Background: an optimization exercise with open tools, aiming at small area. Do not read the settings as production practice.
The RTL was checked by simulation tests, not by an equivalence proof against the original design.
No activity file was given, so power comes from the tool's default toggle rates.

File: design/flow/constraint.sdc
create_clock -name core_clock -period 125.0 [get_ports {clk_1MHz}]
set_input_delay 25.0000 -clock core_clock [delete_from_list [all_inputs] [get_ports {clk_1MHz}]]
set_output_delay 25.0000 -clock core_clock [all_outputs]
set_load 0.01 [all_outputs]
File: design/flow/design.v
module super_mario_music (
    input wire clk_1MHz,  
    input wire rst,
    output reg piezo      
);
    integer note_index;               
    reg [31:0] counter;               
    reg [31:0] duration_counter;      
    reg [15:0] tempo;
    reg [31:0] tempo_count;
    always @(posedge clk_1MHz or posedge rst) begin
        if(rst) begin
            note_index = 0;
            counter = 0;
            duration_counter = 0;
            tempo = 200;
            tempo_count = 0;
            piezo <= 0;
        end
        else begin
            if(frequency(notes(note_index))==0)begin
                piezo <= 0;
            end
            else if (counter >= ((10000 / frequency(notes(note_index))) / 2)) begin
                piezo <= ~piezo;  
                counter <= 0;
            end else begin
                counter <= counter + 1;
            end
            if (duration_counter >= (((4*60)*10000)/(durations(note_index)*tempo))) begin
                duration_counter <= 0;
                note_index <= note_index + 1;
                if (note_index == 308) begin  
                    note_index <= 0;
                end
            end else begin
                duration_counter <= duration_counter + 1;
            end
            if(tempo_count >= 50000) begin
                tempo_count <= 0;
                tempo = tempo + 2;
                if(tempo >= 400)
                    tempo = 400;
            end
            else begin
                tempo_count <= tempo_count + 1;
            end
        end
    end
    function [8*4-1:0] notes(input [31:0] idx);
        case (idx)
            0: notes = "E5";
            1: notes = "E5";
            2: notes = "REST";
            3: notes = "E5";
            4: notes = "REST";
            5: notes = "C5";
            6: notes = "E5";
            7: notes = "G5";
            8: notes = "REST";
            9: notes = "G4";
            10: notes = "REST";
            11: notes = "C5";
            12: notes = "G4";
            13: notes = "REST";
            14: notes = "E4";
            15: notes = "A4";
            16: notes = "B4";
            17: notes = "AS4";
            18: notes = "A4";
            19: notes = "G4";
            20: notes = "E5";
            21: notes = "G5";
            22: notes = "A5";
            23: notes = "F5";
            24: notes = "G5";
            25: notes = "REST";
            26: notes = "E5";
            27: notes = "C5";
            28: notes = "D5";
            29: notes = "B4";
            30: notes = "C5";
            31: notes = "G4";
            32: notes = "REST";
            33: notes = "E4";
            34: notes = "A4";
            35: notes = "B4";
            36: notes = "AS4";
            37: notes = "A4";
            38: notes = "G4";
            39: notes = "E5";
            40: notes = "G5";
            41: notes = "A5";
            42: notes = "F5";
            43: notes = "G5";
            44: notes = "REST";
            45: notes = "E5";
            46: notes = "C5";
            47: notes = "D5";
            48: notes = "B4";
            49: notes = "REST";
            50: notes = "G5";
            51: notes = "FS5";
            52: notes = "F5";
            53: notes = "DS5";
            54: notes = "E5";
            55: notes = "REST";
            56: notes = "GS4";
            57: notes = "A4";
            58: notes = "C4";
            59: notes = "REST";
            60: notes = "A4";
            61: notes = "C5";
            62: notes = "D5";
            63: notes = "REST";
            64: notes = "DS5";
            65: notes = "REST";
            66: notes = "D5";
            67: notes = "C5";
            68: notes = "REST";
            69: notes = "REST";
            70: notes = "G5";
            71: notes = "FS5";
            72: notes = "F5";
            73: notes = "DS5";
            74: notes = "E5";
            75: notes = "REST";
            76: notes = "GS4";
            77: notes = "A4";
            78: notes = "C4";
            79: notes = "REST";
            80: notes = "A4";
            81: notes = "C5";
            82: notes = "D5";
            83: notes = "REST";
            84: notes = "DS5";
            85: notes = "REST";
            86: notes = "D5";
            87: notes = "C5";
            88: notes = "REST";
            89: notes = "C5";
            90: notes = "C5";
            91: notes = "C5";
            92: notes = "REST";
            93: notes = "C5";
            94: notes = "D5";
            95: notes = "E5";
            96: notes = "C5";
            97: notes = "A4";
            98: notes = "G4";
            99: notes = "C5";
            100: notes = "C5";
            101: notes = "C5";
            102: notes = "REST";
            103: notes = "C5";
            104: notes = "D5";
            105: notes = "E5";
            106: notes = "REST";
            107: notes = "C5";
            108: notes = "C5";
            109: notes = "C5";
            110: notes = "REST";
            111: notes = "C5";
            112: notes = "D5";
            113: notes = "E5";
            114: notes = "C5";
            115: notes = "A4";
            116: notes = "G4";
            117: notes = "E5";
            118: notes = "E5";
            119: notes = "REST";
            120: notes = "E5";
            121: notes = "REST";
            122: notes = "C5";
            123: notes = "E5";
            124: notes = "G5";
            125: notes = "REST";
            126: notes = "G4";
            127: notes = "REST";
            128: notes = "C5";
            129: notes = "G4";
            130: notes = "REST";
            131: notes = "E4";
            132: notes = "A4";
            133: notes = "B4";
            134: notes = "AS4";
            135: notes = "A4";
            136: notes = "G4";
            137: notes = "E5";
            138: notes = "G5";
            139: notes = "A5";
            140: notes = "F5";
            141: notes = "G5";
            142: notes = "REST";
            143: notes = "E5";
            144: notes = "C5";
            145: notes = "D5";
            146: notes = "B4";
            147: notes = "C5";
            148: notes = "G4";
            149: notes = "REST";
            150: notes = "E4";
            151: notes = "A4";
            152: notes = "B4";
            153: notes = "AS4";
            154: notes = "A4";
            155: notes = "G4";
            156: notes = "E5";
            157: notes = "G5";
            158: notes = "A5";
            159: notes = "F5";
            160: notes = "G5";
            161: notes = "REST";
            162: notes = "E5";
            163: notes = "C5";
            164: notes = "D5";
            165: notes = "B4";
            166: notes = "E5";
            167: notes = "C5";
            168: notes = "G4";
            169: notes = "REST";
            170: notes = "GS4";
            171: notes = "A4";
            172: notes = "F5";
            173: notes = "F5";
            174: notes = "A4";
            175: notes = "D5";
            176: notes = "A5";
            177: notes = "A5";
            178: notes = "A5";
            179: notes = "G5";
            180: notes = "F5";
            181: notes = "E5";
            182: notes = "C5";
            183: notes = "A4";
            184: notes = "G4";
            185: notes = "E5";
            186: notes = "C5";
            187: notes = "G4";
            188: notes = "REST";
            189: notes = "GS4";
            190: notes = "A4";
            191: notes = "F5";
            192: notes = "F5";
            193: notes = "A4";
            194: notes = "B4";
            195: notes = "F5";
            196: notes = "F5";
            197: notes = "F5";
            198: notes = "E5";
            199: notes = "D5";
            200: notes = "C5";
            201: notes = "E4";
            202: notes = "E4";
            203: notes = "C4";
            204: notes = "E5";
            205: notes = "C5";
            206: notes = "G4";
            207: notes = "REST";
            208: notes = "GS4";
            209: notes = "A4";
            210: notes = "F5";
            211: notes = "F5";
            212: notes = "A4";
            213: notes = "D5";
            214: notes = "A5";
            215: notes = "A5";
            216: notes = "A5";
            217: notes = "G5";
            218: notes = "F5";
            219: notes = "E5";
            220: notes = "C5";
            221: notes = "A4";
            222: notes = "G4";
            223: notes = "E5";
            224: notes = "C5";
            225: notes = "G4";
            226: notes = "REST";
            227: notes = "GS4";
            228: notes = "A4";
            229: notes = "F5";
            230: notes = "F5";
            231: notes = "A4";
            232: notes = "B4";
            233: notes = "F5";
            234: notes = "F5";
            235: notes = "F5";
            236: notes = "E5";
            237: notes = "D5";
            238: notes = "C5";
            239: notes = "E4";
            240: notes = "E4";
            241: notes = "C4";
            242: notes = "C5";
            243: notes = "C5";
            244: notes = "C5";
            245: notes = "REST";
            246: notes = "C5";
            247: notes = "D5";
            248: notes = "E5";
            249: notes = "REST";
            250: notes = "C5";
            251: notes = "C5";
            252: notes = "C5";
            253: notes = "REST";
            254: notes = "C5";
            255: notes = "D5";
            256: notes = "E5";
            257: notes = "C5";
            258: notes = "A4";
            259: notes = "G4";
            260: notes = "E5";
            261: notes = "E5";
            262: notes = "REST";
            263: notes = "E5";
            264: notes = "REST";
            265: notes = "C5";
            266: notes = "E5";
            267: notes = "G5";
            268: notes = "REST";
            269: notes = "G4";
            270: notes = "REST";
            271: notes = "E5";
            272: notes = "C5";
            273: notes = "G4";
            274: notes = "REST";
            275: notes = "GS4";
            276: notes = "A4";
            277: notes = "F5";
            278: notes = "F5";
            279: notes = "A4";
            280: notes = "D5";
            281: notes = "A5";
            282: notes = "A5";
            283: notes = "A5";
            284: notes = "G5";
            285: notes = "F5";
            286: notes = "E5";
            287: notes = "C5";
            288: notes = "A4";
            289: notes = "G4";
            290: notes = "E5";
            291: notes = "C5";
            292: notes = "G4";
            293: notes = "REST";
            294: notes = "GS4";
            295: notes = "A4";
            296: notes = "F5";
            297: notes = "F5";
            298: notes = "A4";
            299: notes = "B4";
            300: notes = "F5";
            301: notes = "F5";
            302: notes = "F5";
            303: notes = "E5";
            304: notes = "D5";
            305: notes = "C5";
            306: notes = "E4";
            307: notes = "E4";
            308: notes = "C4";
            default: notes = 0;
        endcase
    endfunction
    function [31:0] durations(input [31:0] idx);
        case (idx)
            0: durations = 8;
            1: durations = 8;
            2: durations = 8;
            3: durations = 8;
            4: durations = 8;
            5: durations = 8;
            6: durations = 8;
            7: durations = 4;
            8: durations = 4;
            9: durations = 8;
            10: durations = 4;
            11: durations = 6;
            12: durations = 8;
            13: durations = 4;
            14: durations = 6;
            15: durations = 4;
            16: durations = 4;
            17: durations = 8;
            18: durations = 4;
            19: durations = 12;
            20: durations = 12;
            21: durations = 12;
            22: durations = 4;
            23: durations = 8;
            24: durations = 8;
            25: durations = 8;
            26: durations = 4;
            27: durations = 8;
            28: durations = 8;
            29: durations = 6;
            30: durations = 6;
            31: durations = 8;
            32: durations = 4;
            33: durations = 6;
            34: durations = 4;
            35: durations = 4;
            36: durations = 8;
            37: durations = 4;
            38: durations = 12;
            39: durations = 12;
            40: durations = 12;
            41: durations = 4;
            42: durations = 8;
            43: durations = 8;
            44: durations = 8;
            45: durations = 4;
            46: durations = 8;
            47: durations = 8;
            48: durations = 6;
            49: durations = 4;
            50: durations = 8;
            51: durations = 8;
            52: durations = 8;
            53: durations = 4;
            54: durations = 8;
            55: durations = 8;
            56: durations = 8;
            57: durations = 8;
            58: durations = 8;
            59: durations = 8;
            60: durations = 8;
            61: durations = 8;
            62: durations = 8;
            63: durations = 4;
            64: durations = 4;
            65: durations = 8;
            66: durations = 6;
            67: durations = 2;
            68: durations = 2;
            69: durations = 4;
            70: durations = 8;
            71: durations = 8;
            72: durations = 8;
            73: durations = 4;
            74: durations = 8;
            75: durations = 8;
            76: durations = 8;
            77: durations = 8;
            78: durations = 8;
            79: durations = 8;
            80: durations = 8;
            81: durations = 8;
            82: durations = 8;
            83: durations = 4;
            84: durations = 4;
            85: durations = 8;
            86: durations = 6;
            87: durations = 2;
            88: durations = 2;
            89: durations = 8;
            90: durations = 4;
            91: durations = 8;
            92: durations = 8;
            93: durations = 8;
            94: durations = 4;
            95: durations = 8;
            96: durations = 4;
            97: durations = 8;
            98: durations = 2;
            99: durations = 8;
            100: durations = 4;
            101: durations = 8;
            102: durations = 8;
            103: durations = 8;
            104: durations = 8;
            105: durations = 8;
            106: durations = 1;
            107: durations = 8;
            108: durations = 4;
            109: durations = 8;
            110: durations = 8;
            111: durations = 8;
            112: durations = 4;
            113: durations = 8;
            114: durations = 4;
            115: durations = 8;
            116: durations = 2;
            117: durations = 8;
            118: durations = 8;
            119: durations = 8;
            120: durations = 8;
            121: durations = 8;
            122: durations = 8;
            123: durations = 4;
            124: durations = 4;
            125: durations = 4;
            126: durations = 4;
            127: durations = 4;
            128: durations = 6;
            129: durations = 8;
            130: durations = 4;
            131: durations = 6;
            132: durations = 4;
            133: durations = 4;
            134: durations = 8;
            135: durations = 4;
            136: durations = 12;
            137: durations = 12;
            138: durations = 12;
            139: durations = 4;
            140: durations = 8;
            141: durations = 8;
            142: durations = 8;
            143: durations = 4;
            144: durations = 8;
            145: durations = 8;
            146: durations = 6;
            147: durations = 6;
            148: durations = 8;
            149: durations = 4;
            150: durations = 6;
            151: durations = 4;
            152: durations = 4;
            153: durations = 8;
            154: durations = 4;
            155: durations = 12;
            156: durations = 12;
            157: durations = 12;
            158: durations = 4;
            159: durations = 8;
            160: durations = 8;
            161: durations = 8;
            162: durations = 4;
            163: durations = 8;
            164: durations = 8;
            165: durations = 6;
            166: durations = 8;
            167: durations = 4;
            168: durations = 8;
            169: durations = 4;
            170: durations = 4;
            171: durations = 8;
            172: durations = 4;
            173: durations = 8;
            174: durations = 2;
            175: durations = 12;
            176: durations = 12;
            177: durations = 12;
            178: durations = 12;
            179: durations = 12;
            180: durations = 12;
            181: durations = 8;
            182: durations = 4;
            183: durations = 8;
            184: durations = 2;
            185: durations = 8;
            186: durations = 4;
            187: durations = 8;
            188: durations = 4;
            189: durations = 4;
            190: durations = 8;
            191: durations = 4;
            192: durations = 8;
            193: durations = 2;
            194: durations = 8;
            195: durations = 4;
            196: durations = 8;
            197: durations = 12;
            198: durations = 12;
            199: durations = 12;
            200: durations = 8;
            201: durations = 4;
            202: durations = 8;
            203: durations = 2;
            204: durations = 8;
            205: durations = 4;
            206: durations = 8;
            207: durations = 4;
            208: durations = 4;
            209: durations = 8;
            210: durations = 4;
            211: durations = 8;
            212: durations = 2;
            213: durations = 12;
            214: durations = 12;
            215: durations = 12;
            216: durations = 12;
            217: durations = 12;
            218: durations = 12;
            219: durations = 8;
            220: durations = 4;
            221: durations = 8;
            222: durations = 2;
            223: durations = 8;
            224: durations = 4;
            225: durations = 8;
            226: durations = 4;
            227: durations = 4;
            228: durations = 8;
            229: durations = 4;
            230: durations = 8;
            231: durations = 2;
            232: durations = 8;
            233: durations = 4;
            234: durations = 8;
            235: durations = 12;
            236: durations = 12;
            237: durations = 12;
            238: durations = 8;
            239: durations = 4;
            240: durations = 8;
            241: durations = 2;
            242: durations = 8;
            243: durations = 4;
            244: durations = 8;
            245: durations = 8;
            246: durations = 8;
            247: durations = 8;
            248: durations = 8;
            249: durations = 1;
            250: durations = 8;
            251: durations = 4;
            252: durations = 8;
            253: durations = 8;
            254: durations = 8;
            255: durations = 4;
            256: durations = 8;
            257: durations = 4;
            258: durations = 8;
            259: durations = 2;
            260: durations = 8;
            261: durations = 8;
            262: durations = 8;
            263: durations = 8;
            264: durations = 8;
            265: durations = 8;
            266: durations = 4;
            267: durations = 4;
            268: durations = 4;
            269: durations = 4;
            270: durations = 4;
            271: durations = 8;
            272: durations = 4;
            273: durations = 8;
            274: durations = 4;
            275: durations = 4;
            276: durations = 8;
            277: durations = 4;
            278: durations = 8;
            279: durations = 2;
            280: durations = 12;
            281: durations = 12;
            282: durations = 12;
            283: durations = 12;
            284: durations = 12;
            285: durations = 12;
            286: durations = 8;
            287: durations = 4;
            288: durations = 8;
            289: durations = 2;
            290: durations = 8;
            291: durations = 4;
            292: durations = 8;
            293: durations = 4;
            294: durations = 4;
            295: durations = 8;
            296: durations = 4;
            297: durations = 8;
            298: durations = 2;
            299: durations = 8;
            300: durations = 4;
            301: durations = 8;
            302: durations = 12;
            303: durations = 12;
            304: durations = 12;
            305: durations = 8;
            306: durations = 4;
            307: durations = 8;
            308: durations = 2;
            default: durations = 0;
        endcase
    endfunction
    function [31:0] frequency(input [8*4-1:0] note);
        case (note)
            "B0": frequency = 31;
            "C1": frequency = 33;
            "CS1": frequency = 35;
            "D1": frequency = 37;
            "DS1": frequency = 39;
            "E1": frequency = 41;
            "F1": frequency = 44;
            "FS1": frequency = 46;
            "G1": frequency = 49;
            "GS1": frequency = 52;
            "A1": frequency = 55;
            "AS1": frequency = 58;
            "B1": frequency = 62;
            "C2": frequency = 65;
            "CS2": frequency = 69;
            "D2": frequency = 73;
            "DS2": frequency = 78;
            "E2": frequency = 82;
            "F2": frequency = 87;
            "FS2": frequency = 93;
            "G2": frequency = 98;
            "GS2": frequency = 104;
            "A2": frequency = 110;
            "AS2": frequency = 117;
            "B2": frequency = 123;
            "C3": frequency = 131;
            "CS3": frequency = 139;
            "D3": frequency = 147;
            "DS3": frequency = 156;
            "E3": frequency = 165;
            "F3": frequency = 175;
            "FS3": frequency = 185;
            "G3": frequency = 196;
            "GS3": frequency = 208;
            "A3": frequency = 220;
            "AS3": frequency = 233;
            "B3": frequency = 247;
            "C4": frequency = 262;
            "CS4": frequency = 277;
            "D4": frequency = 294;
            "DS4": frequency = 311;
            "E4": frequency = 330;
            "F4": frequency = 349;
            "FS4": frequency = 370;
            "G4": frequency = 392;
            "GS4": frequency = 415;
            "A4": frequency = 440;
            "AS4": frequency = 466;
            "B4": frequency = 494;
            "C5": frequency = 523;
            "CS5": frequency = 554;
            "D5": frequency = 587;
            "DS5": frequency = 622;
            "E5": frequency = 659;
            "F5": frequency = 698;
            "FS5": frequency = 740;
            "G5": frequency = 784;
            "GS5": frequency = 831;
            "A5": frequency = 880;
            "AS5": frequency = 932;
            "B5": frequency = 988;
            "C6": frequency = 1047;
            "CS6": frequency = 1109;
            "D6": frequency = 1175;
            "DS6": frequency = 1245;
            "E6": frequency = 1319;
            "F6": frequency = 1397;
            "FS6": frequency = 1480;
            "G6": frequency = 1568;
            "GS6": frequency = 1661;
            "A6": frequency = 1760;
            "AS6": frequency = 1865;
            "B6": frequency = 1976;
            "C7": frequency = 2093;
            "CS7": frequency = 2217;
            "D7": frequency = 2349;
            "DS7": frequency = 2489;
            "E7": frequency = 2637;
            "F7": frequency = 2794;
            "FS7": frequency = 2960;
            "G7": frequency = 3136;
            "GS7": frequency = 3322;
            "A7": frequency = 3520;
            "AS7": frequency = 3729;
            "B7": frequency = 3951;
            "C8": frequency = 4186;
            "CS8": frequency = 4435;
            "D8": frequency = 4699;
            "DS8": frequency = 4978;
            "REST": frequency = 0;
            default: frequency = 0;
        endcase
    endfunction
endmodule
File: design/flow/config.mk
export PLATFORM = sky130hd
export DESIGN_NAME = super_mario_music
export DESIGN_NICKNAME = super_mario_music
export VERILOG_FILES = /design/flow/design.v
export SDC_FILE = /design/flow/constraint.sdc
export NUM_CORES = 4
export LEC_CHECK = 0
export CAP_MARGIN = 20
export CORE_MARGIN = 2
export CORE_UTILIZATION = 40
export SLEW_MARGIN = 20
export SYNTH_MEMORY_MAX_BITS = 65536
File: design/flow/run.sh
#!/bin/bash
# synth_recipe.tcl (not shown) runs the flow's synth.tcl, then flattens the netlist and writes it again
# the make line also repeats each setting of config.mk as NAME=value (left out here)
make -C /OpenROAD-flow-scripts/flow DESIGN_CONFIG=/design/flow/config.mk WORK_HOME=/design/flow/orfs CLKGATE_MAP_FILE= SYNTH_SCRIPT=/design/flow/synth_recipe.tcl finish
==> Implementation_results.wiki <==
{| class="wikitable"
! Metric !! Value
|-
| Worst r2r dst || note_index[31]
|-
| Total number of cells along the worst setup path || 655
|-
| First-pass GRT wire length || 307000 microns
|-
| Seq pwr share || 0%
|-
| Share of the clock period used by the worst path || 92.5%
|-
| Maximum fanout along the worst path || 42
|-
| Worst-case reg-to-reg path depth || 655
|-
| Most common cell after layout, fill and taps aside || ha_1
|-
| Internal power summed over all cells || 286000 uW
|-
| Max-capacitance violation count || 0
|-
| Yosys reg bits || 144
|-
| Cell seen most often among critical-path stages || o21a_1
|-
| Number of enable flip-flop cells after synthesis || 0
|-
| Instance count of the mapped netlist || 8127
|-
| Simple-gate area share of the yosys netlist || 26.3%
|-
| Endpoint of the worst setup timing path || note_index[31]
|-
| Wirelength per Cell || 19.2 microns
|-
| Overall fraction of global-route tracks in use || 24.8%
|-
| Slowest cell on the critical path || dfrtp_4
|-
| Post-synthesis xor/xnor area fraction || 8.42%
|-
| Detailed placer's ending HPWL || 145000 microns
|-
| Count of nets after finishing || 8930
|-
| Row cnt || 139
|-
| Number of buffers between clock root and the deepest sink || 2
|-
| Final critical-path setup slack || 9.42 ns
|-
| Instance count along the most critical hold path || 1
|-
| Input/output buffers || 2
|-
| Comb power || 668000 uW
|-
| Core box area || 144000 sq um
|-
| Number of endpoints failing setup at the final stage || 0
|-
| Combinational share of power || 100.0%
|-
| WP data required || 125.38 ns
|-
| Switching share of power || 57.2%
|-
| Element type at the critical path end || flop
|-
| Area of the die || 149000 sq um
|-
| Number of I/O pins || 3
|-
| Sequential Power || 60.1 uW
|-
| Fraction of layout cells with a size suffix above 1 || 6.68%
|-
| Post-Route Hold Slack || 0.491 ns
|-
| Final Critical Period || 115.58 ns
|-
| CTS buffer count || 17
|-
| Utilization of the core after routing || 42.6%
|-
| Most area-hungry cell type in the Yosys netlist || ha_1
|-
| Antenna violations before repair || 0
|-
| Routability cong. || 0.991
|-
| Insertion delay of the later-clocked pin in the worst-skew pair || 0.46 ns
|-
| Compound-cell area share of the yosys netlist || 31.6%
|-
| Growth of design area from synthesis to finish || 5.54%
|-
| Metal-1 WL || 87300 microns
|-
| Endpoint of the worst hold path || note_index[31]
|-
| Post-synthesis sequential area ratio || 6.20%
|-
| Areal power density over the cells || 10900 nW/um^2
|-
| Crit path kind || reg2reg
|-
| Number of hold violations in the final report || 0
|-
| Chip width || 385 microns
|-
| Post-synthesis cell area || 58200 sq um
|-
| Adder-cell share of the synthesized area || 19.5%
|-
| Highest Clock Rate || 8.65 MHz
|-
| Effective utilization at floorplan || 40.4%
|-
| Worst reg-to-reg setup slack || 9.42 ns
|-
| Clock skew after layout || 0.0119 ns
|-
| Number of remaining DRC errors || 0
|-
| Biggest power consumer among the groups || combinational logic
|-
| H-tree depth || 4
|-
| First-pass detailed-route iteration total || 7
|-
| Clock Sinks || 144
|-
| CTS tree || yes
|-
| Clock slew at reported path FFs || 0.07 ns
|-
| Reg-to-reg critical path startpoint || note_index[2]
|-
| Yosys warns || 1
|-
| Avg Vias per Cell || 6.12
|-
| Fraction of synthesis flops using an asynchronous set or reset pin || 100%
|-
| Sum Neg Setup Slack || 0 ns
|-
| Max-slew violation count || 0
|-
| Main combinational cell family by area after synthesis || compound AO/OA/AOI/OAI gates
|-
| VDD IR-drop max || 0.0129 V
|-
| Fraction of synthesized area in multiplexers || 3.65%
|-
| Commonest cells after routing, fill and taps aside || ha_1 (861), nor2_1 (766), nand2_1 (650)
|-
| Remaining number of nets flagged by the antenna check after routing || 0
|-
| Share of Yosys cell area claimed by the top area cell type || 18.5%
|-
| Clock network fraction of total power || 0%
|-
| Topmost layer with routed signal wires || met4
|-
| Via count of the first global-routing pass || 57700
|-
| Outcome || complete, no violations
|-
| Global route overflow || 0
|-
| Final WL || 191000 microns
|-
| Buffer cell driving the clock tree root || clkbuf_16
|-
| Largest delay share family, worst path || compound AO/OA/AOI/OAI gates
|-
| Max-slew headroom || 31.1%
|-
| DR iter-0 viols || 5457
|-
| Top cells by area in the synthesized netlist || ha_1 (19%), dfrtp_1 (6.1%), xnor2_1 (5.3%)
|-
| Vias post-DR || 61000
|-
| Height of the chip || 385 microns
|-
| Primary flip-flop cell chosen by synthesis mapping || dfrtp_1
|-
| Hold Startpoint || note_index[31]
|-
| Post-placement worst setup slack || 3.31 ns
|-
| Avg Synthesized Cell Area || 7.16 sq um
|-
| Worst Path Buf+Inv || 36
|-
| Leakage power || 0.0254 uW
|-
| Crit path DAT || 115.96 ns
|-
| Min-delay worst type || reg2reg
|-
| Met3 layer wire length in the routed design || 11100 microns
|-
| Unique cell type count in the Yosys netlist || 155
|-
| Largest stage delay, worst path || 0.63 ns
|-
| Power of the clock network || 50.7 uW
|-
| Met2 wire len || 86400 microns
|-
| Type of origin of the critical path || flop
|-
| Total power after layout || 668000 uW
|-
| Slew of the pin with the lowest slew margin || 1.01 ns
|-
| Crit. Startpoint || note_index[2]
|-
| Largest net degree at the start of global routing || 77
|-
| Total net switching power || 382000 uW
|}
-- flip-flops by register name, indices dropped and copies added (netlist names) --
signal and count:
tempo_count 32, note_index 32, counter 32, piezo 1, tempo 15, duration_counter 32
-- Yosys cell counts, types with 121 or more instances --
| cell type | instances |
|---|---|
| a21o_1 | 373 |
| a21oi_1 | 607 |
| and2_1 | 129 |
| clkbuf_1 | 173 |
| dfrtp_1 | 141 |
| ha_1 | 862 |
| inv_1 | 280 |
| nand2_1 | 651 |
| nand2b_1 | 265 |
| nand3_1 | 214 |
| nand4_1 | 122 |
| nor2_1 | 772 |
| nor2b_1 | 121 |
| nor3_1 | 268 |
| o21a_1 | 303 |
| o21ai_0 | 507 |
| o31ai_1 | 168 |
| xnor2_1 | 350 |
| xor2_1 | 203 |
-- cell families (layout without fill, tap and decap cells) --
group / Yosys count / after routing
AND/OR/NAND/NOR: 3019 / 3020
XOR/XNOR: 556 / 556
AO/OA/AOI/OAI: 2722 / 2722
adder cells (fa/ha/maj): 891 / 891
other: 2 / 58
buffers and inverters: 604 / 473
multiplexers: 189 / 189
flip-flops: 144 / 144
-- through the flow --
step / cell area (sq um) / std cells
2_1_floorplan: 58400 / 8182
3_3_place_gp: 60400 / 9897
3_5_place_dp: 60400 / 9897
4_1_cts: 61000 / 9929
5_1_grt: 61400 / 9955
6_report: 61400 / 9956
-- metal layers --
metal | vias up | global-route usage (%)
met4 | 0 | 7.72
met5 | - | 0
met3 | 431 | 2.19
li1 | 30100 | -
met2 | 1985 | 41.6
met1 | 28500 | 33.5
-- timing repair --
| action | 4_1_cts | 5_1_grt |
|---|---|---|
| hold buffers | 0 | 0 |
| endpoints found under the setup margin | 0 | 64 |
| resized for setup | 0 | 60 |
| setup buffers | 0 | 24 |
-- final cells by class --
type,instances,area [sq um]
tap,1903,2380
timing repair buffer,127,1000
clock buffer,17,425
inverter,313,1240
timing repair inverter,1,5.00
antenna,1,2.50
multi-input combinational,7435,52600
fill,14800,82600
clock inverter,15,145
sequential,144,3620

-- re-timing with driven ports --
Ports are ideal in the flow. The routed layout listed here was re-timed in OpenROAD. Step 1 assumes that a clkbuf_16 drives the clock port and a buf_2 every other input. Step 2 times the ports against the registers' clock, not the clock port: input delays grow and output delays shrink by t, the midpoint of the rising clock arrivals with the driver on. a / b / c = ideal ports / drivers / drivers and shift; a / b = the first two.
t (ns): 0.491
setup WS [ns]: 9.418 / 9.418 / 9.418
hold WS [ns]: 0.491 / 0.491 / 0.491
worst setup path after step 2: register to register
After both steps setup and hold are still met in this run. The setup slack of this run moves by 0.000 ns with the drivers and by 0.000 ns with both steps.
